Source: an optimization exercise on an open RTL-to-GDS flow (aim: small area, a short achievable clock period and few clock cycles). Production flows keep margins and buffers that such runs may drop. Function was not checked in any run shown here: the RTL went through the layout flow alone.

==> flow/design.v (outline; a module is shown in full before it is edited, if it fits) <==
// module lfsr: 5 lines
// module beetle_left_antenna: 613 lines
// module beetle_compare: 142 lines
// module beetle_right_antenna: 7 lines
// module beetle_position: 17 lines
// module bas: 136 lines
module bas(clock,reset,load, seed_x,seed_y,iterations,x,y,x_extreme,y_extreme,out_value,done );
  // ...
==> flow/run.sh <==
#!/bin/bash
# synth_recipe.tcl (not shown) runs the flow's synth.tcl, then flattens the netlist and writes it again
# the make line also repeats each setting of config.mk as NAME=value (left out here)
make -C /OpenROAD-flow-scripts/flow DESIGN_CONFIG=/design/flow/config.mk WORK_HOME=/design/flow/orfs CLKGATE_MAP_FILE= SYNTH_SCRIPT=/design/flow/synth_recipe.tcl finish
==> flow/config.mk <==
export PLATFORM = sky130hd
export DESIGN_NAME = bas
export DESIGN_NICKNAME = bas
export VERILOG_FILES = /design/flow/design.v
export SDC_FILE = /design/flow/constraint.sdc
export NUM_CORES = 8
export LEC_CHECK = 0
export CAP_MARGIN = 20
export CORE_MARGIN = 2
export CORE_UTILIZATION = 45
export SLEW_MARGIN = 20
==> flow/constraint.sdc <==
create_clock -name core_clock -period 27.0 [get_ports {clock}]
set_input_delay 5.4000 -clock core_clock [delete_from_list [all_inputs] [get_ports {clock}]]
set_output_delay 5.4000 -clock core_clock [all_outputs]
set_load 0.01 [all_outputs]
==> run summary, run 1 <==
- Vias in the first global route: 43,460
- Buffering overhead: 3.642%
- Max-slew violations: 0
- Initial antenna violation count: 1
- Simple-gate portion of the synthesized area: 16.10%
- Seq/total area: 9.805%
- R2R Path End: br1[15]
- Clock transition at path regs: 0.06 ns
- Die height: 345.4 microns
- Max Cap Viol: 0
- Hpwl dp: 134,000 microns
- Clock Tree Buf Depth: 3
- Worst Setup EP: br1[15]
- Post-Syn Instances: 6,116
- Status: timing/DRC/antenna clean
- Worst Path Required: 27.53 ns
- DR WL met3: 10,140 microns
- Largest net degree at the start of global routing: 80
- Count leader, synth: inv_1
- WP data arrival: 13.34 ns
- Synth Area in Adders: 45.48%
- Fin crit period: 12.81 ns
- Crit Path Class: flip-flop to flip-flop
- Worst Hold Launch: x_best[14]
- Worst r2r path cells: 40
- Most frequent cells in the layout: inv_1, nor2_1, fa_1
- CTS Hold Buffers Added: 0
- First-pass DRT Iterations: 5
- Crit. path cell count: 40
- Worst r2r src: br2[0]
- Skew final: 0.07596 ns
- Hold Path Depth: 2
- Hold Crit Class: flip-flop to flip-flop
- PostCTS Resize Cnt: 0
==> run 2: changes to the inputs <==
==> flow/flow/run.sh (new file) <==
#!/bin/bash
# The standard layout, with timing repair aiming for 17 ns of setup slack
# at the design's clock period (over-fixing, as SETUP_SLACK_MARGIN does).
set -euo pipefail
bash standard.sh SETUP_SLACK_MARGIN=17 finish > orfs_make.log 2>&1
==> flow/standard.sh (new file) <==
#!/bin/bash
# synth_recipe.tcl (not shown) runs the flow's synth.tcl, then flattens the netlist and writes it again
# the make line also repeats each setting of config.mk as NAME=value (left out here)
make -C /OpenROAD-flow-scripts/flow DESIGN_CONFIG=/design/flow/config.mk WORK_HOME=/design/flow/orfs CLKGATE_MAP_FILE= SYNTH_SCRIPT=/design/flow/synth_recipe.tcl "${@:-finish}"
removed: flow/run.sh
==> run summary, run 2 <==
- Die height: 345.4 microns (unchanged)
- Post-route setup TNS: 0 ns
- Skew final: 0.05537 ns (-0.02059 ns)
- Max Fanout on Critical Path: 6
- Slew margin rel.: 20.45%
- Die Wd: 345.4 microns
- Hpwl dp: 133,000 microns (-0.80%)
- Total track usage: 28.63%
- Seq/Total Area, Yosys: 10.67%
- Final setup vio count: 0
- Flop2flop setup slack: 16.94 ns
- Synth warnings: 1
- Hold Path Depth: 2 (unchanged)
- Async S/R FF share, synth: 0%
- Mean Syn Cell Area: 8.577 sq um
- Post-Syn Instances: 6,116 (unchanged)
- First-pass DRT Iterations: 9 (+4)
- CTS Hold Buffers Added: 0 (unchanged)
- Clock transition at path regs: 0.06 ns (about the same)
- Synth top area share: 29.58%
- Fin crit period: 10.06 ns (-2.751 ns)
- Post-synth EDFFs: 9
- Port Buffers: 130
- Clock Tree Buf Depth: 3 (unchanged)
- Fmax: 0.09942 GHz
- Slew @ Worst Pin: 1.187 ns
- Most frequent CP cell: fa_1
- First-pass GRT wire length: 262,200 microns
- Hold slack: 0.4524 ns
- Hold Crit Class: flip-flop to flip-flop
- CTS tree: done
- Max-slew violations: 0 (unchanged)
- Initial antenna violation count: 4 (+3)
- Largest cells by area after synthesis: fa_1, ha_1, dfxtp_1
- Routed vias: 42,850
- Depth of the CTS H-tree: 2
- Crit Path Class: flip-flop to flip-flop
- Final Hold Viols: 0
- Synth-to-Final Area Change: 13.51%
- GPL Wtd Cong: 0.9462
- Slowest-stage cell, CP: fa_1
- Ports: 135
- Period utilisation layout: 37.25%
- Rows: 125
- WP data arrival: 10.61 ns (-2.73 ns)
- Worst r2r path cells: 41 (+2.5%)
- Routed vias/inst: 5.479
- DR iter-0 viols: 3,059
- # DRC: 0
- Largest regs: value_best x33, value_curr x33
- Status: timing/DRC/antenna clean
- Nets@finish: 7,772
- Max Cap Viol: 0 (unchanged)
- Detailed Route WL: 170,700 microns
- Yosys top cell by area: fa_1
- Setup crit end kind: flip-flop
- Layout Cells excl Fill: 7,821
- Synth Flop Type: dfxtp_1
- Most frequent cells after synthesis: inv_1, nor2_1, fa_1
- Post-DRT Antenna Nets: 0
- Unrepaired setup endpoints after global routing: true
- CP peak stage delay: 0.56 ns
- Ratio of cells with drive above 1 in the final layout: 10.34%
- Post-synthesis register bit count: 275
- Aggregate global routing overflow: 0
- Num CTS Buffers: 39
- Core area: 115,900 sq um
- DR WL/cell: 21.83 microns
- Starting density of the core: 45.26%
- Vias in the first global route: 44,280 (+1.9%)
- Largest net degree at the start of global routing: 67 (-16%)
- Clk root buf: clkbuf_16
- Commonest non-fill, non-tap cell in the layout: inv_1
- Most frequent cells in the layout: inv_1, nor2_1, fa_1
- Die ar.: 119,300 sq um
- Final Core Density: 51.38%
- # clock sinks: 275
- Synth unique cells: 91
- Cell area after synthesis: 52,460 sq um
- Worst Path Required: 27.55 ns (+0.02 ns)
- Worst Setup Start Kind: flip-flop
- Clock latency on the worst-skew pair: 0.63 ns
- Total inserted antenna cells: 0
- Dpl cells: 7,635
- Count leader, synth: inv_1
-- run 2: cell counts after synthesis --
No cell type changed its count.
-- run 2: routing by layer --
| layer | global-route usage [%] | wire [microns] | part of all wire (%) | up-vias |
|---|---|---|---|---|
| met3 | 3.894 | 10930 | 6.4 | 430 |
| met1 | 35.72 | 68240 | 40 | 21110 |
| li1 | - | - | - | 19790 |
| met5 | 0 | 0 | 0 | - |
| met4 | 16.98 | 12050 | 7.1 | 0 |
| met2 | 47.36 | 79520 | 47 | 1518 |
-- run 2: through the flow --
step | cell area (sq um) | worst slack, ns
after global routing | 59550 | 16.61
final | 59550 | 16.94
after floorplan | 52490 | 17.01
after global placement | 55680 | 14.34
after CTS | 58630 | 16.88
after detailed placement | 55710 | 14.18
-- run 2: final timing paths --
| check | from | endpoint |
|---|---|---|
| max reg2reg | br1[0] | br2[13] |
| max | br1[0] | br2[13] |
| min | y_best[12] | y_best[12] |
| min reg2reg | y_best[12] | y_best[12] |
-- run 2: area by class of cell --
| type | instances | area [sq um] |
|---|---|---|
| clock buffers | 51 | 1111 |
| clock inverters | 19 | 224.0 |
| fillers | 11010 | 56350 |
| inverters | 943 | 3568 |
| multi-input cells | 4662 | 43760 |
| flip-flops and latches | 275 | 5625 |
| well taps | 1524 | 1907 |
| repair buffers | 347 | 3347 |
-- run 2: cells by family after synthesis --
| kind of cell | Yosys count | share of synthesized area (%) |
|---|---|---|
| and+or+nand+nor | 1869 | 16.10 |
| muxes | 182 | 3.525 |
| adders and majority gates | 1442 | 45.48 |
| DFF | 275 | 10.67 |
| other | 1 | 0.007149 |
| xor gates and xnor gates | 311 | 5.338 |
| buffers and inverters | 1182 | 8.618 |
| AOI/OAI and AO/OA | 854 | 10.26 |
-- run 2: critical path, delay by kind of cell, from the launching register on --
family	cells	cell delay, ns
AOI/OAI and AO/OA	13	2.17
xor gates and xnor gates	1	0.18
adders and majority gates	11	4.60
buffers and inverters	8	0.97
DFF	1	0.35
muxes	2	0.44
and+or+nand+nor	6	1.27
-- run 2: timing repair --
action	in CTS	in global routing
setup buffers	70	35
resized for setup	217	156
cloned	7	4
pin swaps	145	157
setup endpoints to repair	105	105
==> run 3: changes to the inputs <==
==> flow/flow/run.sh (replaced) <==
#!/bin/bash
# The standard layout, with timing repair aiming for 20 ns of setup slack
# at the design's clock period (over-fixing, as SETUP_SLACK_MARGIN does).
set -euo pipefail
bash standard.sh SETUP_SLACK_MARGIN=20 finish > orfs_make.log 2>&1
==> run summary, run 3 <==
- Rows: 125 (unchanged)
- Multi-input logic area: 44,240 sq um (+1.1%)
- Largest net degree at the start of global routing: 70 (+4.5%)
- Setup slack after layout: 16.88 ns (-0.05790 ns)
- Fin crit period: 10.12 ns (+0.05790 ns)
- Skew final: 0.06806 ns (+0.01269 ns)
- Detailed Route WL: 174,300 microns (+2.1%)
- Aggregate global routing overflow: 0 (unchanged)
- DR WL/cell: 22.03 microns (+0.91%)
- Die height: 345.4 microns (unchanged)
- CP peak stage delay: 0.55 ns (about the same)
- Crit Path Class: flip-flop to flip-flop
- First-pass GRT wire length: 267,500 microns (+2.0%)
- Async S/R FF share, synth: 0% (unchanged)
- Commonest non-fill, non-tap cell in the layout: inv_1
- Setup crit end kind: flip-flop
- Hold slack: 0.4565 ns (+0.004059 ns)
- Most frequent cells after synthesis: inv_1, nor2_1, fa_1
- Cell area after synthesis: 52,460 sq um (unchanged)
- Post-DRT Antenna Nets: 0 (unchanged)
- CTS tree: done
- Routed vias: 43,570 (+1.7%)
- GPL Wtd Cong: 0.9538 (+0.80%)
- Die Wd: 345.4 microns (unchanged)
- Ratio of cells with drive above 1 in the final layout: 13.12% (+2.8 points)
- Area after DPL: 55,730 sq um (about the same)
- Mean Syn Cell Area: 8.577 sq um (unchanged)
- # DRC: 0 (unchanged)
- Vias in the first global route: 45,680 (+3.2%)
- Post-Syn Instances: 6,116 (unchanged)
- R2R Path End: br1[15]
- Max Fanout on Critical Path: 5 (-1)
- Final Hold Viols: 0 (unchanged)
- Worst r2r path cells: 43 (+4.9%)
- Fin area: 61,170 sq um (+2.7%)
- # clock sinks: 275 (unchanged)
- Worst Path Required: 27.52 ns (-0.03 ns)
- Place WS: 15.67 ns (+1.494 ns)
- Slew margin rel.: 14.10% (-6.3 points)
- Slowest-stage cell, CP: fa_2
- Total track usage: 29.20% (+0.57 points)
- Starting density of the core: 45.26% (unchanged)
- Fill cells: 10,710 (-2.7%)
- Final setup vio count: 0 (unchanged)
- Dpl cells: 7,618 (-0.22%)
- CTS Hold Buffers Added: 0 (unchanged)
- Hpwl dp: 132,100 microns (-0.63%)
- Synth unique cells: 91 (unchanged)
- Nets@finish: 7,864 (+1.2%)
- Largest regs: value_best x33, value_curr x33
- Most frequent CP cell: fa_2
- Status: timing/DRC/antenna clean
- Flop2flop setup slack: 16.88 ns (-0.06 ns)
- Post-synthesis register bit count: 275 (unchanged)
- Depth of the CTS H-tree: 2 (unchanged)
- DR iter-0 viols: 2,749 (-10%)
- Largest cells by area after synthesis: fa_1, ha_1, dfxtp_1
- Unrepaired setup endpoints after global routing: true
- Clock Tree Buf Depth: 3 (unchanged)
- Count leader, synth: inv_1
- Core area: 115,900 sq um (unchanged)
- Fmax: 0.09885 GHz (-0.57%)
- Initial antenna violation count: 1 (-3)
- Ports: 135 (unchanged)
- Num CTS Buffers: 40 (+2.6%)
- Clock transition at path regs: 0.06 ns (about the same)
- Clock latency on the worst-skew pair: 0.64 ns (about the same)
- Final Core Density: 52.78% (+1.4 points)
- Die ar.: 119,300 sq um (unchanged)
- Hold path endpoint: y_best[2]
- Clk root buf: clkbuf_16
- Synth-to-Final Area Change: 16.61%
- Seq/Total Area, Yosys: 10.67% (unchanged)
- Worst r2r src: step_x[0]
- Slew @ Worst Pin: 1.287 ns (+0.09997 ns)
- Port Buffers: 130 (unchanged)
- Yosys top cell by area: fa_1
- WP data arrival: 10.64 ns (+0.03 ns)
- Post-route setup TNS: 0 ns (unchanged)
- Hold Path Depth: 2 (unchanged)
- Synth top area share: 29.58% (unchanged)
- Post-synth EDFFs: 9 (unchanged)
- Synth Flop Type: dfxtp_1
- Worst Setup SP: step_x[0]
- Routed vias/inst: 5.505 (+0.49%)
- Max-slew violations: 0 (unchanged)
- Max Cap Viol: 0 (unchanged)
- Worst Setup Start Kind: flip-flop
- Synth warnings: 1 (unchanged)
- Period utilisation layout: 37.47% (+0.21 points)
- Worst Hold Launch: y_best[2]
- Reg area: 5699 sq um (+1.3%)
- Hold Crit Class: flip-flop to flip-flop
- Most frequent cells in the layout: inv_1, nor2_1, fa_1
- Layout Cells excl Fill: 7,914 (+1.2%)
- First-pass DRT Iterations: 5 (-4)
[run 3: cell counts after synthesis]
Identical to the previous run, type by type.
[run 3: cell type report]
type                       instances  share of cell area (%)
clock buffer                      54                   1.823
tap                             1524                   3.117
clock inverter                    17                  0.4071
multi-input combinational       4662                   72.33
sequential                       275                   9.317
inverter                         943                   5.873
timing repair buffer             438                   7.126
antenna                            1                0.004091
[run 3: worst max path at each step]
stage                         end  slack [ns]
floorplan           value_curr[0]       17.68
global placement           br1[7]       15.95
detailed placement        br1[15]       15.67
CTS                       br1[15]       16.96
global route              br1[15]       16.51
finish                    br1[15]       16.88
[run 3: timing repair]
action | CTS | global route
setup buffers | 162 | 44
setup endpoints to repair | 208 | 170
pin swaps | 201 | 170
endpoints found under the hold margin | 0 | 0
gates cloned | 14 | 4
gates resized for setup | 359 | 153
[run 3: layer usage]
layer / global-route usage, % / up-vias / part of all wire [%]
li1: - / 19950 / -
met1: 35.76 / 21640 / 39
met2: 47.65 / 1459 / 46
met3: 4.330 / 516 / 6.6
met4: 19.89 / 0 / 8.3
met5: 0 / - / 0
[run 3: cells by family (layout without fill, tap and decap cells)]
kind of cell / count (synthesis) / in the layout / synth area share, %
simple gates: 1869 / 1869 / 16.10
fa+ha+maj: 1442 / 1442 / 45.48
buf+inv: 1182 / 1452 / 8.618
compound gates: 854 / 854 / 10.26
xor+xnor: 311 / 311 / 5.338
flops: 275 / 275 / 10.67
mux: 182 / 182 / 3.525
other cells: 1 / 5 / 0.007149
[run 3: critical path, delay by kind of cell (launching register included)]
| family | cells | cell delay (ns) |
|---|---|---|
| simple gates | 6 | 0.84 |
| flops | 1 | 0.38 |
| mux | 2 | 0.45 |
| fa+ha+maj | 11 | 4.63 |
| xor+xnor | 2 | 0.32 |
| compound gates | 14 | 2.49 |
| buf+inv | 8 | 0.86 |
==> module beetle_position, before the edit <==
module beetle_position(x, y, sx, sy, c1, c2, s1, s2);
parameter SUB = 0;
input  [15:0] x, y;
input  signed [13:0] sx, sy;
output [1:0] c1, c2;
output s1, s2;
wire signed [17:0] ux = SUB ? $signed({2'b00, x}) - sx : $signed({2'b00, x}) + sx;
wire signed [17:0] uy = SUB ? $signed({2'b00, y}) - sy : $signed({2'b00, y}) + sy;
wire [1:0] cux = ux[17] ? 2'd1 : (ux[16] ? 2'd3 : 2'd0);
wire [1:0] cuy = uy[17] ? 2'd1 : (uy[16] ? 2'd3 : 2'd0);
wire ovx = SUB ? (x[15] != sx[13]) && (ux[15] != x[15]) : (x[15] == sx[13]) && (ux[15] != x[15]);
wire ovy = SUB ? (y[15] != sy[13]) && (uy[15] != y[15]) : (y[15] == sy[13]) && (uy[15] != y[15]);
assign c1 = cux + {ovy, 1'b0};
assign c2 = cuy + {ovx, 1'b0};
assign s1 = uy[15];
assign s2 = ux[15];
endmodule
==> module bas, before the edit <==
module bas(clock,reset,load, seed_x,seed_y,iterations,x,y,x_extreme,y_extreme,out_value,done );
    input clock,reset,load;
    input [8:0] seed_x,seed_y;
    input [8:0] iterations;
    input [15:0] x,y;
    output signed [15:0] x_extreme,y_extreme;
    output signed [39:0] out_value;
    output reg done;
    reg [15:0] x_curr, y_curr;         
    reg [17:0] bl1, bl2, br1, br2;     
    reg ql1, ql2, qr1, qr2;            
    reg signed [13:0] step_x, step_y;  
    reg signed [15:0] g1, g2;          
    reg [32:0] value_curr;             
    reg [8:0] dir_x, dir_y;            
    reg [12:0] sense;                  
    reg [8:0] remain;
    reg run;
    reg [15:0] x_best, y_best;
    reg [32:0] value_best;
    reg value_init;                    
    wire [15:0] x_l = x_curr + {{2{step_x[13]}}, step_x};
    wire [15:0] y_l = y_curr + {{2{step_y[13]}}, step_y};
    wire [15:0] x_r = x_curr - {{2{step_x[13]}}, step_x};
    wire [15:0] y_r = y_curr - {{2{step_y[13]}}, step_y};
    wire [17:0] d1_l = bl1 + {{2{g1[15]}}, g1};
    wire [17:0] d2_l = bl2 + {{2{g2[15]}}, g2};
    wire [17:0] d1_r = br1 - {{2{g1[15]}}, g1};
    wire [17:0] d2_r = br2 - {{2{g2[15]}}, g2};
    wire [32:0] al, bl, ar, br;
    beetle_left_antenna ol(d1_l, d2_l, ql1, ql2, al, bl);
    beetle_left_antenna or_(d1_r, d2_r, qr1, qr2, ar, br);
    wire go_right;
    beetle_compare cmp(al, bl, ar, br, go_right);
    wire [32:0] odour_l = al + bl;
    wire [32:0] odour_r = ar + br;
    wire signed [13:0] nstep_x, nstep_y;
    beetle_right_antenna mulx(dir_x, sense, nstep_x);
    beetle_right_antenna muly(dir_y, sense, nstep_y);
    wire [8:0] dir_x_n, dir_y_n;
    lfsr lx(dir_x, dir_x_n);
    lfsr ly(dir_y, dir_y_n);
    wire [1:0] cll1, cll2, clr1, clr2, crl1, crl2, crr1, crr2;
    wire sll1, sll2, slr1, slr2, srl1, srl2, srr1, srr2;
    beetle_position #(0) wll(x_l, y_l, nstep_x, nstep_y, cll1, cll2, sll1, sll2);
    beetle_position #(1) wlr(x_l, y_l, nstep_x, nstep_y, clr1, clr2, slr1, slr2);
    beetle_position #(0) wrl(x_r, y_r, nstep_x, nstep_y, crl1, crl2, srl1, srl2);
    beetle_position #(1) wrr(x_r, y_r, nstep_x, nstep_y, crr1, crr2, srr1, srr2);
    assign x_extreme = x_best;
    assign y_extreme = y_best;
    assign out_value = {4'b0, {3{value_init}}, value_best};
    always @(posedge clock) begin
        if (reset) begin
            x_curr <= x;
            y_curr <= y;
            bl1 <= {2'b00, x} + {y[15], y, 1'b0} - 18'd1792;
            bl2 <= {x[15], x, 1'b0} + {2'b00, y} - 18'd1280;
            br1 <= {2'b00, x} + {y[15], y, 1'b0} - 18'd1792;
            br2 <= {x[15], x, 1'b0} + {2'b00, y} - 18'd1280;
            ql1 <= y[15];
            ql2 <= x[15];
            qr1 <= y[15];
            qr2 <= x[15];
            step_x <= 14'd0;
            step_y <= 14'd0;
            g1 <= 16'd0;
            g2 <= 16'd0;
            dir_x <= 9'd0;
            dir_y <= 9'd0;
        end else begin
            if (go_right) begin
                x_curr <= x_r;
                y_curr <= y_r;
                bl1 <= {d1_r[17:16] + crl1, d1_r[15:0]};
                bl2 <= {d2_r[17:16] + crl2, d2_r[15:0]};
                br1 <= {d1_r[17:16] + crr1, d1_r[15:0]};
                br2 <= {d2_r[17:16] + crr2, d2_r[15:0]};
                ql1 <= srl1;
                ql2 <= srl2;
                qr1 <= srr1;
                qr2 <= srr2;
            end else begin
                x_curr <= x_l;
                y_curr <= y_l;
                bl1 <= {d1_l[17:16] + cll1, d1_l[15:0]};
                bl2 <= {d2_l[17:16] + cll2, d2_l[15:0]};
                br1 <= {d1_l[17:16] + clr1, d1_l[15:0]};
                br2 <= {d2_l[17:16] + clr2, d2_l[15:0]};
                ql1 <= sll1;
                ql2 <= sll2;
                qr1 <= slr1;
                qr2 <= slr2;
            end
            step_x <= nstep_x;
            step_y <= nstep_y;
            g1 <= {{2{nstep_x[13]}}, nstep_x} + {nstep_y[13], nstep_y, 1'b0};
            g2 <= {nstep_x[13], nstep_x, 1'b0} + {{2{nstep_y[13]}}, nstep_y};
            if (load) begin
                dir_x <= seed_x;
                dir_y <= seed_y;
            end else begin
                dir_x <= dir_x_n;
                dir_y <= dir_y_n;
            end
        end
        value_curr <= go_right ? odour_r : odour_l;
        if (reset | load)
            sense <= 13'd6400;
        else
            sense <= sense - {8'd0, sense[12:8]} - {12'd0, sense[7:0] != 8'd0};
        if (reset) begin
            run <= 1'b0;
            done <= 1'b0;
            x_best <= 16'd0;
            y_best <= 16'd0;
            value_best <= {33{1'b1}};
            value_init <= 1'b1;
        end else if (load) begin
            remain <= iterations;
            run <= iterations != 9'd0;
            done <= iterations == 9'd0;
        end else if (run) begin
            remain <= remain - 9'd1;
            if (remain == 9'd0) begin
                run <= 1'b0;
                done <= 1'b1;
            end
            if (value_curr < value_best) begin
                x_best <= x_curr;
                y_best <= y_curr;
                value_best <= value_curr;
                value_init <= 1'b0;
            end
        end
    end
endmodule
==> run 4: changes to the inputs <==
--- a/flow/design.v
+++ b/flow/design.v
@@ -765,22 +765,37 @@
 wire signed [22:0] p = dir * $signed({1'b0, sense});
 assign step = p[21:8];
 endmodule
-module beetle_position(x, y, sx, sy, c1, c2, s1, s2);
-parameter SUB = 0;
+module beetle_position(x, y, mx, my, sx, sy, nx, ny, d1, d2, e1, e2, q1, q2);
+parameter MA = 0;
+parameter NB = 0;
 input  [15:0] x, y;
-input  signed [13:0] sx, sy;
-output [1:0] c1, c2;
-output s1, s2;
-wire signed [17:0] ux = SUB ? $signed({2'b00, x}) - sx : $signed({2'b00, x}) + sx;
-wire signed [17:0] uy = SUB ? $signed({2'b00, y}) - sy : $signed({2'b00, y}) + sy;
-wire [1:0] cux = ux[17] ? 2'd1 : (ux[16] ? 2'd3 : 2'd0);
-wire [1:0] cuy = uy[17] ? 2'd1 : (uy[16] ? 2'd3 : 2'd0);
-wire ovx = SUB ? (x[15] != sx[13]) && (ux[15] != x[15]) : (x[15] == sx[13]) && (ux[15] != x[15]);
-wire ovy = SUB ? (y[15] != sy[13]) && (uy[15] != y[15]) : (y[15] == sy[13]) && (uy[15] != y[15]);
-assign c1 = cux + {ovy, 1'b0};
-assign c2 = cuy + {ovx, 1'b0};
-assign s1 = uy[15];
-assign s2 = ux[15];
+input  signed [13:0] sx, sy, nx, ny;
+input  signed [17:0] mx, my;    
+input  [17:0] d1, d2;
+output [17:0] e1, e2;
+output q1, q2;
+wire signed [17:0] rx = NB ? (MA ? $signed({2'b00, x}) - sx - nx : $signed({2'b00, x}) + sx - nx)
+                           : (MA ? $signed({2'b00, x}) - sx + nx : $signed({2'b00, x}) + sx + nx);
+wire signed [17:0] ry = NB ? (MA ? $signed({2'b00, y}) - sy - ny : $signed({2'b00, y}) + sy - ny)
+                           : (MA ? $signed({2'b00, y}) - sy + ny : $signed({2'b00, y}) + sy + ny);
+wire [1:0] wmx = mx[17] ? 2'b11 : (mx[16] ? 2'b01 : 2'b00);
+wire [1:0] wmy = my[17] ? 2'b11 : (my[16] ? 2'b01 : 2'b00);
+wire [2:0] tx = {rx[17:16] - wmx, rx[15]};
+wire [2:0] ty = {ry[17:16] - wmy, ry[15]};
+wire [2:0] ux = {tx[2:1] - {1'b0, mx[15]}, tx[0]};
+wire [2:0] uy = {ty[2:1] - {1'b0, my[15]}, ty[0]};
+wire [1:0] cux = tx[2] ? 2'd1 : (tx[1] ? 2'd3 : 2'd0);
+wire [1:0] cuy = ty[2] ? 2'd1 : (ty[1] ? 2'd3 : 2'd0);
+wire ovx = !(ux == 3'b000 || ux == 3'b111);
+wire ovy = !(uy == 3'b000 || uy == 3'b111);
+wire [17:0] f1 = NB ? d1 - {{4{nx[13]}}, nx} - {{3{ny[13]}}, ny, 1'b0}
+                    : d1 + {{4{nx[13]}}, nx} + {{3{ny[13]}}, ny, 1'b0};
+wire [17:0] f2 = NB ? d2 - {{3{nx[13]}}, nx, 1'b0} - {{4{ny[13]}}, ny}
+                    : d2 + {{3{nx[13]}}, nx, 1'b0} + {{4{ny[13]}}, ny};
+assign e1 = {f1[17:16] + cux + {ovy, 1'b0}, f1[15:0]};
+assign e2 = {f2[17:16] + cuy + {ovx, 1'b0}, f2[15:0]};
+assign q1 = ry[15];
+assign q2 = rx[15];
 endmodule
 module bas(clock,reset,load, seed_x,seed_y,iterations,x,y,x_extreme,y_extreme,out_value,done );
     input clock,reset,load;
@@ -790,46 +805,46 @@
     output signed [15:0] x_extreme,y_extreme;
     output signed [39:0] out_value;
     output reg done;
-    reg [15:0] x_curr, y_curr;         
-    reg [17:0] bl1, bl2, br1, br2;     
-    reg ql1, ql2, qr1, qr2;            
-    reg signed [13:0] step_x, step_y;  
-    reg signed [15:0] g1, g2;          
-    reg [32:0] value_curr;             
-    reg [8:0] dir_x, dir_y;            
-    reg [12:0] sense;                  
-    reg [8:0] remain;
+    reg [15:0] x_curr, y_curr;           
+    reg signed [13:0] step_x, step_y;    
+    reg signed [13:0] step_nx, step_ny;  
+    reg [17:0] dl1, dl2, dr1, dr2;       
+    reg ql1, ql2, qr1, qr2;              
+    reg [32:0] value_curr;               
+    reg [8:0] dir_x, dir_y;              
+    reg [12:0] sense;                    
+    reg [9:0] remain;
     reg run;
     reg [15:0] x_best, y_best;
     reg [32:0] value_best;
-    reg value_init;                    
-    wire [15:0] x_l = x_curr + {{2{step_x[13]}}, step_x};
-    wire [15:0] y_l = y_curr + {{2{step_y[13]}}, step_y};
-    wire [15:0] x_r = x_curr - {{2{step_x[13]}}, step_x};
-    wire [15:0] y_r = y_curr - {{2{step_y[13]}}, step_y};
-    wire [17:0] d1_l = bl1 + {{2{g1[15]}}, g1};
-    wire [17:0] d2_l = bl2 + {{2{g2[15]}}, g2};
-    wire [17:0] d1_r = br1 - {{2{g1[15]}}, g1};
-    wire [17:0] d2_r = br2 - {{2{g2[15]}}, g2};
+    reg value_init;                      
     wire [32:0] al, bl, ar, br;
-    beetle_left_antenna ol(d1_l, d2_l, ql1, ql2, al, bl);
-    beetle_left_antenna or_(d1_r, d2_r, qr1, qr2, ar, br);
+    beetle_left_antenna ol(dl1, dl2, ql1, ql2, al, bl);
+    beetle_left_antenna or_(dr1, dr2, qr1, qr2, ar, br);
     wire go_right;
     beetle_compare cmp(al, bl, ar, br, go_right);
     wire [32:0] odour_l = al + bl;
     wire [32:0] odour_r = ar + br;
-    wire signed [13:0] nstep_x, nstep_y;
-    beetle_right_antenna mulx(dir_x, sense, nstep_x);
-    beetle_right_antenna muly(dir_y, sense, nstep_y);
+    wire signed [17:0] mx_l = $signed({2'b00, x_curr}) + step_x;
+    wire signed [17:0] my_l = $signed({2'b00, y_curr}) + step_y;
+    wire signed [17:0] mx_r = $signed({2'b00, x_curr}) - step_x;
+    wire signed [17:0] my_r = $signed({2'b00, y_curr}) - step_y;
+    wire [15:0] x_l = mx_l[15:0];
+    wire [15:0] y_l = my_l[15:0];
+    wire [15:0] x_r = mx_r[15:0];
+    wire [15:0] y_r = my_r[15:0];
+    wire [17:0] ell1, ell2, elr1, elr2, erl1, erl2, err1, err2;
+    wire qll1, qll2, qlr1, qlr2, qrl1, qrl2, qrr1, qrr2;
+    beetle_position #(0, 0) pll(x_curr, y_curr, mx_l, my_l, step_x, step_y, step_nx, step_ny, dl1, dl2, ell1, ell2, qll1, qll2);
+    beetle_position #(0, 1) plr(x_curr, y_curr, mx_l, my_l, step_x, step_y, step_nx, step_ny, dl1, dl2, elr1, elr2, qlr1, qlr2);
+    beetle_position #(1, 0) prl(x_curr, y_curr, mx_r, my_r, step_x, step_y, step_nx, step_ny, dr1, dr2, erl1, erl2, qrl1, qrl2);
+    beetle_position #(1, 1) prr(x_curr, y_curr, mx_r, my_r, step_x, step_y, step_nx, step_ny, dr1, dr2, err1, err2, qrr1, qrr2);
+    wire signed [13:0] mul_x, mul_y;
+    beetle_right_antenna mulx(dir_x, sense, mul_x);
+    beetle_right_antenna muly(dir_y, sense, mul_y);
     wire [8:0] dir_x_n, dir_y_n;
     lfsr lx(dir_x, dir_x_n);
     lfsr ly(dir_y, dir_y_n);
-    wire [1:0] cll1, cll2, clr1, clr2, crl1, crl2, crr1, crr2;
-    wire sll1, sll2, slr1, slr2, srl1, srl2, srr1, srr2;
-    beetle_position #(0) wll(x_l, y_l, nstep_x, nstep_y, cll1, cll2, sll1, sll2);
-    beetle_position #(1) wlr(x_l, y_l, nstep_x, nstep_y, clr1, clr2, slr1, slr2);
-    beetle_position #(0) wrl(x_r, y_r, nstep_x, nstep_y, crl1, crl2, srl1, srl2);
-    beetle_position #(1) wrr(x_r, y_r, nstep_x, nstep_y, crr1, crr2, srr1, srr2);
     assign x_extreme = x_best;
     assign y_extreme = y_best;
     assign out_value = {4'b0, {3{value_init}}, value_best};
@@ -837,48 +852,48 @@
         if (reset) begin
             x_curr <= x;
             y_curr <= y;
-            bl1 <= {2'b00, x} + {y[15], y, 1'b0} - 18'd1792;
-            bl2 <= {x[15], x, 1'b0} + {2'b00, y} - 18'd1280;
-            br1 <= {2'b00, x} + {y[15], y, 1'b0} - 18'd1792;
-            br2 <= {x[15], x, 1'b0} + {2'b00, y} - 18'd1280;
+            dl1 <= {2'b00, x} + {y[15], y, 1'b0} - 18'd1792;
+            dl2 <= {x[15], x, 1'b0} + {2'b00, y} - 18'd1280;
+            dr1 <= {2'b00, x} + {y[15], y, 1'b0} - 18'd1792;
+            dr2 <= {x[15], x, 1'b0} + {2'b00, y} - 18'd1280;
             ql1 <= y[15];
             ql2 <= x[15];
             qr1 <= y[15];
             qr2 <= x[15];
             step_x <= 14'd0;
             step_y <= 14'd0;
-            g1 <= 16'd0;
-            g2 <= 16'd0;
+            step_nx <= 14'd0;
+            step_ny <= 14'd0;
             dir_x <= 9'd0;
             dir_y <= 9'd0;
         end else begin
             if (go_right) begin
                 x_curr <= x_r;
                 y_curr <= y_r;
-                bl1 <= {d1_r[17:16] + crl1, d1_r[15:0]};
-                bl2 <= {d2_r[17:16] + crl2, d2_r[15:0]};
-                br1 <= {d1_r[17:16] + crr1, d1_r[15:0]};
-                br2 <= {d2_r[17:16] + crr2, d2_r[15:0]};
-                ql1 <= srl1;
-                ql2 <= srl2;
-                qr1 <= srr1;
-                qr2 <= srr2;
+                dl1 <= erl1;
+                dl2 <= erl2;
+                dr1 <= err1;
+                dr2 <= err2;
+                ql1 <= qrl1;
+                ql2 <= qrl2;
+                qr1 <= qrr1;
+                qr2 <= qrr2;
             end else begin
                 x_curr <= x_l;
                 y_curr <= y_l;
-                bl1 <= {d1_l[17:16] + cll1, d1_l[15:0]};
-                bl2 <= {d2_l[17:16] + cll2, d2_l[15:0]};
-                br1 <= {d1_l[17:16] + clr1, d1_l[15:0]};
-                br2 <= {d2_l[17:16] + clr2, d2_l[15:0]};
-                ql1 <= sll1;
-                ql2 <= sll2;
-                qr1 <= slr1;
-                qr2 <= slr2;
+                dl1 <= ell1;
+                dl2 <= ell2;
+                dr1 <= elr1;
+                dr2 <= elr2;
+                ql1 <= qll1;
+                ql2 <= qll2;
+                qr1 <= qlr1;
+                qr2 <= qlr2;
             end
-            step_x <= nstep_x;
-            step_y <= nstep_y;
-            g1 <= {{2{nstep_x[13]}}, nstep_x} + {nstep_y[13], nstep_y, 1'b0};
-            g2 <= {nstep_x[13], nstep_x, 1'b0} + {{2{nstep_y[13]}}, nstep_y};
+            step_x <= step_nx;
+            step_y <= step_ny;
+            step_nx <= mul_x;
+            step_ny <= mul_y;
             if (load) begin
                 dir_x <= seed_x;
                 dir_y <= seed_y;
@@ -900,12 +915,12 @@
             value_best <= {33{1'b1}};
             value_init <= 1'b1;
         end else if (load) begin
-            remain <= iterations;
+            remain <= {1'b0, iterations} + 10'd1;
             run <= iterations != 9'd0;
             done <= iterations == 9'd0;
         end else if (run) begin
-            remain <= remain - 9'd1;
-            if (remain == 9'd0) begin
+            remain <= remain - 10'd1;
+            if (remain == 10'd0) begin
                 run <= 1'b0;
                 done <= 1'b1;
             end
==> flow/flow/run.sh (replaced) <==
#!/bin/bash
# The standard layout, with timing repair aiming for 18 ns of setup slack
# at the design's clock period (over-fixing, as SETUP_SLACK_MARGIN does).
set -euo pipefail
bash standard.sh SETUP_SLACK_MARGIN=18 finish > orfs_make.log 2>&1
==> run summary, run 4 <==
- Hpwl dp: 139,300 microns (+5.4%)
- Cell area after synthesis: 59,140 sq um (+13%)
- DR WL/cell: 20.89 microns (-5.1%)
- Aggregate global routing overflow: 0 (unchanged)
- Max Fanout on Critical Path: 3 (-2)
- CTS tree: done
- Most frequent cells in the layout: inv_1, fa_1, ha_1
- Largest regs: value_best x33, value_curr x33
- Post-DRT Antenna Nets: 0 (unchanged)
- Layout Cells excl Fill: 8,420 (+6.4%)
- First-pass DRT Iterations: 5 (unchanged)
- Clock latency on the worst-skew pair: 0.67 ns (+0.03 ns)
- Die height: 366.5 microns (+6.1%)
- DR iter-0 viols: 2,890 (+5.1%)
- Worst Setup EP: dl1[14]
- # clock sinks: 306 (+11%)
- Status: timing/DRC/antenna clean
- Largest net degree at the start of global routing: 106 (+51%)
- Largest cells by area after synthesis: fa_1, ha_1, dfxtp_1
- Final setup vio count: 0 (unchanged)
- Nets@finish: 8,338 (+6.0%)
- Async S/R FF share, synth: 0% (unchanged)
- Most frequent cells after synthesis: inv_1, fa_1, ha_1
- Yosys top cell by area: fa_1
- CTS Hold Buffers Added: 0 (unchanged)
- GPL Wtd Cong: 0.9438 (-1.0%)
- Die ar.: 134,300 sq um (+13%)
- Fin area: 63,930 sq um (+4.5%)
- Fin crit period: 8.814 ns (-1.302 ns)
- Hold Crit Class: flip-flop to flip-flop
- Synth warnings: 1 (unchanged)
- Starting density of the core: 45.16% (-0.11 points)
- Depth of the CTS H-tree: 2 (unchanged)
- Clock Tree Buf Depth: 3 (unchanged)
- R2R Path End: x_curr[14]
- Port Buffers: 130 (unchanged)
- Initial antenna violation count: 3 (+2)
- Synth unique cells: 80 (-12%)
- Max-slew violations: 0 (unchanged)
- Die Wd: 366.5 microns (+6.1%)
- Flop2flop setup slack: 18.49 ns (+1.61 ns)
- Num CTS Buffers: 42 (+5.0%)
- Seq/Total Area, Yosys: 10.53% (-0.14 points)
- First-pass GRT wire length: 275,200 microns (+2.9%)
- Ratio of cells with drive above 1 in the final layout: 3.467% (-9.6 points)
- Count leader, synth: inv_1
- # DRC: 0 (unchanged)
- Post-route setup TNS: 0 ns (unchanged)
- Final Hold Viols: 0 (unchanged)
- Crit Path Class: input pin to flip-flop
- Detailed Route WL: 175,900 microns (+0.92%)
- Post-synth EDFFs: 10 (+1)
- Worst Path Required: 27.56 ns (+0.04 ns)
- Routed vias: 45,980 (+5.5%)
- Vias in the first global route: 48,590 (+6.4%)
- Post-Syn Instances: 6,607 (+8.0%)
- Dpl cells: 8,335 (+9.4%)
- Unrepaired setup endpoints after global routing: false
- Skew final: 0.05201 ns (-0.01605 ns)
- Synth Flop Type: dfxtp_1
- Slew @ Worst Pin: 1.101 ns (-0.1866 ns)
- Mean Syn Cell Area: 8.951 sq um (+4.4%)
- Post-synthesis register bit count: 306 (+11%)
- Period utilisation layout: 32.65% (-4.8 points)
- Hold slack: 0.4574 ns (+0.0009330 ns)
- Clk root buf: clkbuf_16
- Rows: 133 (+6.4%)
- Clock transition at path regs: 0.06 ns (about the same)
- Setup crit end kind: flip-flop
- Ports: 135 (unchanged)
- Max Cap Viol: 0 (unchanged)
- Core area: 131,000 sq um (+13%)
- Routed vias/inst: 5.461 (-0.80%)
- Synth-to-Final Area Change: 8.101%
- Total track usage: 26.15% (-3.0 points)
- WP data arrival: 9.37 ns (-1.27 ns)
- Commonest non-fill, non-tap cell in the layout: inv_1
- Fill cells: 12,480 (+17%)
- Slew margin rel.: 26.51% (+12 points)
- Worst Setup Start Kind: input pin
- Worst Setup SP: y[1]
- Synth top area share: 30.50% (+0.92 points)
- Worst r2r src: dl1[9]
- Area after DPL: 62,320 sq um (+12%)
- Worst r2r path cells: 25 (-42%)
- Fmax: 0.1134 GHz (+15%)
[run 4: cell type report]
cell class	count	area, sq um	share of cell area [%]
antenna	3	7.507	0.01174
multi-input combinational	5144	48570	75.96
sequential	306	6231	9.746
clock buffer	53	1152	1.802
clock inverter	23	295.3	0.4619
inverter	914	3436	5.374
timing repair buffer	222	2048	3.204
tap	1755	2196	3.435
[run 4: routing by layer]
| metal | share of wire, % | GRT usage, % | routed length (microns) | vias to the layer above |
|---|---|---|---|---|
| met1 | 44 | 34.54 | 77310 | 23060 |
| met5 | 0 | 0 | 0 | - |
| met4 | 3.2 | 7.510 | 5666 | 0 |
| li1 | - | - | - | 21290 |
| met2 | 47 | 44.43 | 82380 | 1351 |
| met3 | 6.0 | 3.822 | 10570 | 287 |
[run 4: how the worst min path moves through the flow]
| stage | slack, ns | end | from | depth (start not counted) |
|---|---|---|---|---|
| floorplan | 0.45 | x_best[0] | x_curr[0] | 2 |
| global placement | 0.44 | y_best[5] | y_best[5] | 2 |
| detailed placement | 0.45 | x_best[9] | x_best[9] | 2 |
| CTS | 0.46 | y_best[4] | y_best[4] | 2 |
| global route | 0.48 | y_best[9] | y_best[9] | 2 |
| finish | 0.46 | x_best[9] | x_best[9] | 2 |
[run 4: critical path, stage by stage]
cell,delay [ns]
clkdlybuf4s50_1,0.47
ha_1,0.33
ha_1,0.23
fa_1,0.41
a21o_1,0.21
a21oi_1,0.22
o21bai_1,0.11
a21oi_2,0.30
o21bai_1,0.17
a211o_1,0.36
a2111oi_2,0.46
nor2_1,0.12
xnor2_1,0.26
nor2_1,0.08
a211o_1,0.25
[run 4: through the flow]
| stage | setup slack, ns | util, % |
|---|---|---|
| finish | 18.19 | 48.82 |
| global route | 18.04 | 48.81 |
| CTS | 17.98 | 48.75 |
| detailed placement | 17.13 | 47.59 |
| global placement | 17.16 | 47.59 |
| floorplan | 18.55 | - |
[run 4: cell families (layout without fill, tap and decap cells)]
logic type | Yosys count | count (layout) | synth area share (%)
fa+ha+maj | 1646 | 1646 | 46.26
flops | 306 | 306 | 10.53
xor+xnor | 375 | 377 | 5.791
simple gates | 1948 | 1948 | 16.39
compound gates | 1023 | 1023 | 10.99
other cells | 1 | 7 | 0.006341
mux | 146 | 146 | 2.499
buf+inv | 1162 | 1212 | 7.536
[run 4: repair_timing]
item | in CTS | in global routing
setup endpoints to repair | 48 | 106
pin swaps | 0 | 0
gates cloned | 2 | 1
hold endpoints to repair | 0 | 0
buffers inserted | 0 | 3
gates resized for setup | 6 | 4
==> run 5: changes to the inputs <==
==> flow/flow/run.sh (replaced) <==
#!/bin/bash
# The standard layout, with timing repair aiming for 20 ns of setup slack
# at the design's clock period (over-fixing, as SETUP_SLACK_MARGIN does).
set -euo pipefail
bash standard.sh SETUP_SLACK_MARGIN=20 finish > orfs_make.log 2>&1
==> run summary, run 5 <==
- GPL Wtd Cong: 0.9363 (-0.79%)
- Die height: 366.5 microns (unchanged)
- First-pass GRT wire length: 283,700 microns (+3.1%)
- Yosys top cell by area: fa_1
- Rows: 133 (unchanged)
- Num CTS Buffers: 45 (+7.1%)
- Mean Syn Cell Area: 8.951 sq um (unchanged)
- Detailed Route WL: 189,500 microns (+7.7%)
- Post-synthesis register bit count: 306 (unchanged)
- Hpwl dp: 143,800 microns (+3.3%)
- CP peak stage delay: 0.41 ns (-0.06 ns)
- Ratio of cells with drive above 1 in the final layout: 8.936% (+5.5 points)
- Largest regs: value_best x33, value_curr x33
- Crit-path cells: buf_8 -> ha_4 -> ha_4 -> fa_2 -> a21o_1 -> a21oi_2 -> o21bai_2 -> a21oi_4 -> o21bai_4 -> a211o_1 -> a2111oi_4 -> nor2_1 -> xnor2_1 -> nor2_1 -> a211o_1
- Die Wd: 366.5 microns (unchanged)
- Depth of the CTS H-tree: 2 (unchanged)
- Seq/Total Area, Yosys: 10.53% (unchanged)
- Vias in the first global route: 48,180 (-0.84%)
- Largest cells by area after synthesis: fa_1, ha_1, dfxtp_1
- Fill cells: 12,160 (-2.6%)
- Fin crit period: 7.932 ns (-0.8830 ns)
- Max Cap Viol: 0 (unchanged)
- Count leader, synth: inv_1
- Routed vias/inst: 5.518 (+1.0%)
- Setup crit end kind: flip-flop
- Aggregate global routing overflow: 0 (unchanged)
- DR WL/cell: 22.29 microns (+6.7%)
- CP Buf/Inv Count: 1 (unchanged)
- Synth unique cells: 80 (unchanged)
- First-pass DRT Iterations: 5 (unchanged)
- Post-DRT Antenna Nets: 0 (unchanged)
- WP data arrival: 8.45 ns (-0.92 ns)
- Clock Tree Buf Depth: 3 (unchanged)
- Max Fanout on Critical Path: 3 (unchanged)
- # DRC: 0 (unchanged)
- Clk root buf: clkbuf_16
- Clock latency on the worst-skew pair: 0.65 ns (-0.02 ns)
- Synth top area share: 30.50% (unchanged)
- Total track usage: 27.27% (+1.1 points)
- Skew final: 0.02778 ns (-0.02422 ns)
- Synth Flop Type: dfxtp_1
- Most frequent cells in the layout: inv_1, fa_1, ha_1
- Flop2flop setup slack: 19.33 ns (+0.84 ns)
- Slew margin rel.: 22.02% (-4.5 points)
- Post-route setup TNS: 0 ns (unchanged)
- Hold Crit Class: flip-flop to flip-flop
- Max-slew violations: 0 (unchanged)
- Final setup vio count: 0 (unchanged)
- Post-Syn Instances: 6,607 (unchanged)
- Starting density of the core: 45.16% (unchanged)
- Most frequent cells after synthesis: inv_1, fa_1, ha_1
- Status: timing/DRC/antenna clean
- Die ar.: 134,300 sq um (unchanged)
- Unrepaired setup endpoints after global routing: true
- Nets@finish: 8,423 (+1.0%)
- Commonest non-fill, non-tap cell in the layout: inv_1
- Period utilisation layout: 29.38% (-3.3 points)
- Family with the most delay on the worst path: compound AO/OA/AOI/OAI gates
- CTS tree: done
- Slowest-stage cell, CP: a2111oi_4
- Ports: 135 (unchanged)
- Async S/R FF share, synth: 0% (unchanged)
- Core area: 131,000 sq um (unchanged)
- Worst Setup Start Kind: input pin
- Slew @ Worst Pin: 1.153 ns (+0.05267 ns)
- Crit Path Class: input pin to flip-flop
- # clock sinks: 306 (unchanged)
- DR iter-0 viols: 3,200 (+11%)
- Cell area after synthesis: 59,140 sq um (unchanged)
- Initial antenna violation count: 2 (-1)
- Clock transition at path regs: 0.06 ns (about the same)
- Routed vias: 46,930 (+2.1%)
- Final Hold Viols: 0 (unchanged)
- Fmax: 0.1261 GHz (+11%)
- Synth-to-Final Area Change: 13.57%
- Synth warnings: 1 (unchanged)
- Port Buffers: 130 (unchanged)
- Largest net degree at the start of global routing: 77 (-27%)
- Worst Path Required: 27.52 ns (-0.04 ns)
- Post-synth EDFFs: 10 (unchanged)
[run 5: final cells by class]
class                      instances  area [sq um]  share of cell area (%)
sequential                       306          6389                   9.512
timing repair buffer             306          3707                   5.520
clock inverter                    22         335.3                  0.4993
tap                             1755          2196                   3.269
clock buffer                      58          1249                   1.859
antenna                            1         2.502                0.003726
inverter                         914          3436                   5.116
multi-input combinational       5142         49850                   74.22
[run 5: tightest hold or removal path, stage by stage, from the launching register on]
cell and delay [ns]:
dfxtp_1 0.31, nand2_1 0.05, mux2i_1 0.05
[run 5: stage by stage]
step	setup slack [ns]	area, sq um	hold WS (ns)	util (%)	instances
after floorplan	18.91	59400	0.4548	-	6610
after global placement	17.61	62410	0.4440	47.65	8321
after detailed placement	17.63	62410	0.4457	47.65	8321
after CTS	19.04	65730	0.4608	50.19	8454
after global routing	18.98	67160	0.4725	51.28	8503
final	19.07	67160	0.4582	51.28	8504
[run 5: logic make-up (layout without fill, tap and decap cells)]
logic type	after synthesis	in the layout	share of synthesized area (%)
XOR/XNOR	375	375	5.791
multiplexers	146	146	2.499
adder cells (fa/ha/maj)	1646	1646	46.26
AO/OA/AOI/OAI	1023	1023	10.99
other	1	5	0.006341
buffers and inverters	1162	1300	7.536
AND/OR/NAND/NOR	1948	1948	16.39
flip-flops	306	306	10.53
[run 5: per-layer routing]
| metal | GRT usage, % | up-vias | part of all wire [%] |
|---|---|---|---|
| met5 | 0 | - | 0 |
| met4 | 8.903 | 0 | 3.9 |
| met3 | 3.243 | 331 | 6.3 |
| met2 | 45.82 | 1563 | 47 |
| met1 | 36.49 | 23550 | 43 |
| li1 | - | 21480 | - |
[run 5: worst paths after layout]
check | from | cells past startpoint | end
setup / recovery | y[1] | 15 | dl1[14]
hold reg to reg | x_best[11] | 2 | x_best[11]
setup reg to reg | dl1[12] | 27 | dr2[2]
hold / removal | x_best[11] | 2 | x_best[11]
[run 5: timing repair]
action | 4_1_cts | 5_1_grt
buffers inserted | 36 | 36
endpoints found under the setup margin | 187 | 185
pin swaps | 64 | 69
gates resized for setup | 330 | 221
hold buffers | 0 | 0
cloned | 17 | 13
==> run 6: changes to the inputs <==
--- a/flow/design.v
+++ b/flow/design.v
@@ -765,37 +765,20 @@
 wire signed [22:0] p = dir * $signed({1'b0, sense});
 assign step = p[21:8];
 endmodule
-module beetle_position(x, y, mx, my, sx, sy, nx, ny, d1, d2, e1, e2, q1, q2);
-parameter MA = 0;
+module beetle_position(mx, my, nx, ny, d1, d2, q1, q2);
 parameter NB = 0;
-input  [15:0] x, y;
-input  signed [13:0] sx, sy, nx, ny;
-input  signed [17:0] mx, my;    
-input  [17:0] d1, d2;
-output [17:0] e1, e2;
+input  [15:0] mx, my;
+input  signed [13:0] nx, ny;
+output [17:0] d1, d2;
 output q1, q2;
-wire signed [17:0] rx = NB ? (MA ? $signed({2'b00, x}) - sx - nx : $signed({2'b00, x}) + sx - nx)
-                           : (MA ? $signed({2'b00, x}) - sx + nx : $signed({2'b00, x}) + sx + nx);
-wire signed [17:0] ry = NB ? (MA ? $signed({2'b00, y}) - sy - ny : $signed({2'b00, y}) + sy - ny)
-                           : (MA ? $signed({2'b00, y}) - sy + ny : $signed({2'b00, y}) + sy + ny);
-wire [1:0] wmx = mx[17] ? 2'b11 : (mx[16] ? 2'b01 : 2'b00);
-wire [1:0] wmy = my[17] ? 2'b11 : (my[16] ? 2'b01 : 2'b00);
-wire [2:0] tx = {rx[17:16] - wmx, rx[15]};
-wire [2:0] ty = {ry[17:16] - wmy, ry[15]};
-wire [2:0] ux = {tx[2:1] - {1'b0, mx[15]}, tx[0]};
-wire [2:0] uy = {ty[2:1] - {1'b0, my[15]}, ty[0]};
-wire [1:0] cux = tx[2] ? 2'd1 : (tx[1] ? 2'd3 : 2'd0);
-wire [1:0] cuy = ty[2] ? 2'd1 : (ty[1] ? 2'd3 : 2'd0);
-wire ovx = !(ux == 3'b000 || ux == 3'b111);
-wire ovy = !(uy == 3'b000 || uy == 3'b111);
-wire [17:0] f1 = NB ? d1 - {{4{nx[13]}}, nx} - {{3{ny[13]}}, ny, 1'b0}
-                    : d1 + {{4{nx[13]}}, nx} + {{3{ny[13]}}, ny, 1'b0};
-wire [17:0] f2 = NB ? d2 - {{3{nx[13]}}, nx, 1'b0} - {{4{ny[13]}}, ny}
-                    : d2 + {{3{nx[13]}}, nx, 1'b0} + {{4{ny[13]}}, ny};
-assign e1 = {f1[17:16] + cux + {ovy, 1'b0}, f1[15:0]};
-assign e2 = {f2[17:16] + cuy + {ovx, 1'b0}, f2[15:0]};
-assign q1 = ry[15];
-assign q2 = rx[15];
+wire [15:0] fx = {{2{nx[13]}}, nx};
+wire [15:0] fy = {{2{ny[13]}}, ny};
+wire [15:0] ax = NB ? mx - fx : mx + fx;
+wire [15:0] ay = NB ? my - fy : my + fy;
+assign d1 = {2'b00, ax} + {ay[15], ay, 1'b0} - 18'd1792;
+assign d2 = {ax[15], ax, 1'b0} + {2'b00, ay} - 18'd1280;
+assign q1 = ay[15];
+assign q2 = ax[15];
 endmodule
 module bas(clock,reset,load, seed_x,seed_y,iterations,x,y,x_extreme,y_extreme,out_value,done );
     input clock,reset,load;
@@ -815,6 +798,7 @@
     reg [12:0] sense;                    
     reg [9:0] remain;
     reg run;
+    reg first;                           
     reg [15:0] x_best, y_best;
     reg [32:0] value_best;
     reg value_init;                      
@@ -825,20 +809,16 @@
     beetle_compare cmp(al, bl, ar, br, go_right);
     wire [32:0] odour_l = al + bl;
     wire [32:0] odour_r = ar + br;
-    wire signed [17:0] mx_l = $signed({2'b00, x_curr}) + step_x;
-    wire signed [17:0] my_l = $signed({2'b00, y_curr}) + step_y;
-    wire signed [17:0] mx_r = $signed({2'b00, x_curr}) - step_x;
-    wire signed [17:0] my_r = $signed({2'b00, y_curr}) - step_y;
-    wire [15:0] x_l = mx_l[15:0];
-    wire [15:0] y_l = my_l[15:0];
-    wire [15:0] x_r = mx_r[15:0];
-    wire [15:0] y_r = my_r[15:0];
+    wire [15:0] x_l = x_curr + {{2{step_x[13]}}, step_x};
+    wire [15:0] y_l = y_curr + {{2{step_y[13]}}, step_y};
+    wire [15:0] x_r = x_curr - {{2{step_x[13]}}, step_x};
+    wire [15:0] y_r = y_curr - {{2{step_y[13]}}, step_y};
     wire [17:0] ell1, ell2, elr1, elr2, erl1, erl2, err1, err2;
     wire qll1, qll2, qlr1, qlr2, qrl1, qrl2, qrr1, qrr2;
-    beetle_position #(0, 0) pll(x_curr, y_curr, mx_l, my_l, step_x, step_y, step_nx, step_ny, dl1, dl2, ell1, ell2, qll1, qll2);
-    beetle_position #(0, 1) plr(x_curr, y_curr, mx_l, my_l, step_x, step_y, step_nx, step_ny, dl1, dl2, elr1, elr2, qlr1, qlr2);
-    beetle_position #(1, 0) prl(x_curr, y_curr, mx_r, my_r, step_x, step_y, step_nx, step_ny, dr1, dr2, erl1, erl2, qrl1, qrl2);
-    beetle_position #(1, 1) prr(x_curr, y_curr, mx_r, my_r, step_x, step_y, step_nx, step_ny, dr1, dr2, err1, err2, qrr1, qrr2);
+    beetle_position #(0) pll(x_l, y_l, step_nx, step_ny, ell1, ell2, qll1, qll2);
+    beetle_position #(1) plr(x_l, y_l, step_nx, step_ny, elr1, elr2, qlr1, qlr2);
+    beetle_position #(0) prl(x_r, y_r, step_nx, step_ny, erl1, erl2, qrl1, qrl2);
+    beetle_position #(1) prr(x_r, y_r, step_nx, step_ny, err1, err2, qrr1, qrr2);
     wire signed [13:0] mul_x, mul_y;
     beetle_right_antenna mulx(dir_x, sense, mul_x);
     beetle_right_antenna muly(dir_y, sense, mul_y);
@@ -852,14 +832,14 @@
         if (reset) begin
             x_curr <= x;
             y_curr <= y;
-            dl1 <= {2'b00, x} + {y[15], y, 1'b0} - 18'd1792;
-            dl2 <= {x[15], x, 1'b0} + {2'b00, y} - 18'd1280;
-            dr1 <= {2'b00, x} + {y[15], y, 1'b0} - 18'd1792;
-            dr2 <= {x[15], x, 1'b0} + {2'b00, y} - 18'd1280;
-            ql1 <= y[15];
-            ql2 <= x[15];
-            qr1 <= y[15];
-            qr2 <= x[15];
+            dl1 <= 18'd0;
+            dl2 <= 18'd0;
+            dr1 <= 18'd0;
+            dr2 <= 18'd0;
+            ql1 <= 1'b0;
+            ql2 <= 1'b0;
+            qr1 <= 1'b0;
+            qr2 <= 1'b0;
             step_x <= 14'd0;
             step_y <= 14'd0;
             step_nx <= 14'd0;
@@ -916,15 +896,17 @@
             value_init <= 1'b1;
         end else if (load) begin
             remain <= {1'b0, iterations} + 10'd1;
+            first <= 1'b1;
             run <= iterations != 9'd0;
             done <= iterations == 9'd0;
         end else if (run) begin
             remain <= remain - 10'd1;
+            first <= 1'b0;
             if (remain == 10'd0) begin
                 run <= 1'b0;
                 done <= 1'b1;
             end
-            if (value_curr < value_best) begin
+            if (!first && value_curr < value_best) begin
                 x_best <= x_curr;
                 y_best <= y_curr;
                 value_best <= value_curr;
==> flow/flow/run.sh (replaced) <==
#!/bin/bash
# The standard layout, with timing repair aiming for 18 ns of setup slack
# at the design's clock period (over-fixing, as SETUP_SLACK_MARGIN does).
set -euo pipefail
bash standard.sh SETUP_SLACK_MARGIN=18 finish > orfs_make.log 2>&1
==> run summary, run 6 <==
- Worst Hold Launch: value_curr[11]
- Rows: 128 (-3.8%)
- Clock transition at path regs: 0.07 ns (about the same)
- Yosys top cell by area: fa_1
- CTS tree: done
- Nets@finish: 7,925 (-5.9%)
- Core area: 121,900 sq um (-6.9%)
- CTS Hold Buffers Added: 0 (unchanged)
- Clock Tree Buf Depth: 3 (unchanged)
- Count leader, synth: inv_1
- First-pass DRT Iterations: 7 (+2)
- Worst r2r src: dr2[1]
- Hold path endpoint: value_best[11]
- Hold Path Depth: 1 (-1)
- Unrepaired setup endpoints after global routing: false
- GPL Wtd Cong: 0.9125 (-2.5%)
- Post-DRT Antenna Nets: 0 (unchanged)
- Worst Setup Start Kind: flip-flop
- Routed vias: 42,380 (-9.7%)
- Setup crit end kind: flip-flop
- Routed vias/inst: 5.296 (-4.0%)
- First-pass GRT wire length: 255,800 microns (-9.9%)
- Post-route setup TNS: 0 ns (unchanged)
- # clock sinks: 307 (+0.33%)
- R2R Path End: y_curr[9]
- Die ar.: 125,900 sq um (-6.3%)
- Post-synth EDFFs: 11 (+1)
- Largest cells by area after synthesis: fa_1, ha_1, dfxtp_1
- Num CTS Buffers: 42 (-6.7%)
- Hpwl dp: 134,000 microns (-6.8%)
- Largest regs: value_best x33, value_curr x33
- Async S/R FF share, synth: 0% (unchanged)
- Max-slew violations: 0 (unchanged)
- Ratio of cells with drive above 1 in the final layout: 3.451% (-5.5 points)
- Slew @ Worst Pin: 0.9656 ns (-0.1878 ns)
- Worst Path Required: 27.49 ns (-0.03 ns)
- Starting density of the core: 45.43% (+0.27 points)
- Initial antenna violation count: 2 (unchanged)
- Slew margin rel.: 35.39% (+13 points)
- Commonest non-fill, non-tap cell in the layout: inv_1
- Period utilisation layout: 31.47% (+2.1 points)
- Synth-to-Final Area Change: 7.547%
- Synth warnings: 1 (unchanged)
- Aggregate global routing overflow: 0 (unchanged)
- Hold Crit Class: flip-flop to flip-flop
- Die Wd: 354.8 microns (-3.2%)
- Flop2flop setup slack: 18.50 ns (-0.83 ns)
- Crit Path Class: flip-flop to flip-flop
- # DRC: 0 (unchanged)
- Clock latency on the worst-skew pair: 0.65 ns (about the same)
- Final setup vio count: 0 (unchanged)
- Max Cap Viol: 0 (unchanged)
- Ports: 135 (unchanged)
- DR WL/cell: 20.50 microns (-8.0%)
- Synth top area share: 28.31% (-2.2 points)
- Total track usage: 26.27% (-1.0 points)
- Post-synthesis register bit count: 307 (+0.33%)
- Seq/Total Area, Yosys: 11.30% (+0.77 points)
- WP data arrival: 8.99 ns (+0.54 ns)
- Synth Flop Type: dfxtp_1
- Most frequent cells after synthesis: inv_1, fa_1, ha_1
- Largest net degree at the start of global routing: 149 (+94%)
- Synth unique cells: 83 (+3.8%)
- Post-Syn Instances: 6,377 (-3.5%)
- Final Hold Viols: 0 (unchanged)
- Port Buffers: 130 (unchanged)
- Cell area after synthesis: 55,370 sq um (-6.4%)
- Detailed Route WL: 164,000 microns (-13%)
- Die height: 354.8 microns (-3.2%)
- DR iter-0 viols: 2,578 (-19%)
- Fin crit period: 8.498 ns (+0.5664 ns)
- Clk root buf: clkbuf_16
- Mean Syn Cell Area: 8.683 sq um (-3.0%)
- Fmax: 0.1177 GHz (-6.7%)
- Vias in the first global route: 43,640 (-9.4%)
- Depth of the CTS H-tree: 2 (unchanged)
- Worst r2r path cells: 24 (-11%)
- Status: timing/DRC/antenna clean
- Skew final: 0.04448 ns (+0.01670 ns)
- Most frequent cells in the layout: inv_1, fa_1, ha_1
- Max Fanout on Critical Path: 71 (+68)
## run 6: cell type report
type                       count  area (sq um)
inverter                     984          3694
sequential                   307          6320
timing repair buffer         161          1565
tap                         1625          2033
fill                       11790         62330
clock inverter                23         255.2
multi-input combinational   4848         44520
clock buffer                  52          1159
antenna                        1         2.502
## run 6: logic make-up (layout without fill, tap and decap cells)
logic type	after synthesis	count (layout)	share of synthesized area, %
and+or+nand+nor	1915	1915	17.05
AOI/OAI and AO/OA	955	955	10.86
DFF	307	307	11.30
xor gates and xnor gates	369	369	5.877
other	1	5	0.006772
buffers and inverters	1225	1220	8.401
muxes	86	86	1.559
adders and majority gates	1519	1519	44.94
## run 6: stage by stage
stage | setup WS, ns | hold slack [ns] | area (sq um) | std cells | util [%]
final | 18.50 | 0.4641 | 59550 | 8001 | 48.86
after floorplan | 19.63 | 0.4397 | 55380 | 6380 | -
after detailed placement | 17.63 | 0.4557 | 58050 | 7925 | 47.63
after global routing | 18.03 | 0.4859 | 59550 | 8000 | 48.86
after CTS | 18.02 | 0.4696 | 59470 | 8000 | 48.79
after global placement | 17.78 | 0.4508 | 58050 | 7925 | 47.63
## run 6: layer usage
layer / track usage [%] / routed length, microns
met5: 0 / 19
met4: 8.780 / 6182
met3: 2.846 / 7761
met2: 44.72 / 78080
met1: 34.82 / 71950
## run 6: worst max-delay path by stage
stage / start / endpoint / slack, ns / cells past startpoint
global route: dr1[14] / x_curr[8] / 18.03 / 24
floorplan: dl1[11] / y_curr[2] / 19.63 / 26
CTS: dr1[14] / y_curr[9] / 18.02 / 24
global placement: dr1[14] / x_curr[4] / 17.78 / 24
detailed placement: dl2[5] / y_curr[9] / 17.63 / 26
finish: dr2[1] / y_curr[9] / 18.50 / 24
## run 6: critical path: stages (launching register included)
cell	delay, ns
dfxtp_1	0.81
and2_1	0.25
fa_1	0.41
inv_1	0.09
fa_1	0.41
fa_1	0.51
fa_1	0.46
fa_1	0.51
fa_1	0.55
fa_1	0.53
fa_1	0.49
ha_1	0.30
a21o_1	0.11
a211o_1	0.13
nor2_1	0.04
nor4b_1	0.31
o31ai_1	0.14
a21oi_1	0.19
xnor2_1	0.12
xnor2_2	0.44
xor2_4	0.19
buf_8	0.43
buf_8	0.43
mux2i_1	0.26
o21ai_1	0.08
## run 6: repair_timing
action | in CTS | in global routing
setup endpoints to repair | 44 | 95
buffers inserted | 0 | 0
cloned | 0 | 0
resized for setup | 3 | 56

-- static timing again, ports no longer ideal --
The results above use ideal ports. As a check the final layouts listed here were re-extracted and re-timed, cells and wires unchanged. Step 1, drivers: a clkbuf_16 drives clock and a buf_2 each remaining input, both assumed. Step 2 moves the port delays by t, midway between the first and last clock arrival at a register: inputs arrive t later, outputs are due t later. That takes back most of the time a late clock gives input paths. a / b / c = no drivers / after step 1 / after step 2; a / b = the first two.
run | t (ns) | setup slack, ns | worst register clock-pin slew, ns | pins driven straight from the clock port
run 1 | 0.680 | 14.191 / 14.191 / 14.191 | 0.07 / 0.07 | 1
run 2 | 0.680 | 16.942 / 16.942 / 16.942 | 0.06 / 0.06 | 1
run 3 | 0.681 | 16.884 / 16.884 / 16.884 | 0.07 / 0.07 | 1
run 4 | 0.718 | 18.185 / 18.243 / 17.526 | 0.07 / 0.07 | 1
run 5 | 0.708 | 19.069 / 19.095 / 18.387 | 0.09 / 0.09 | 1
run 6 | 0.707 | 18.502 / 18.502 / 18.502 | 0.09 / 0.09 | 1
After both steps every run listed still meets setup and hold. The setup slack of run 5, which loses most, moves by +0.026 ns with the drivers and by -0.682 ns with both steps.
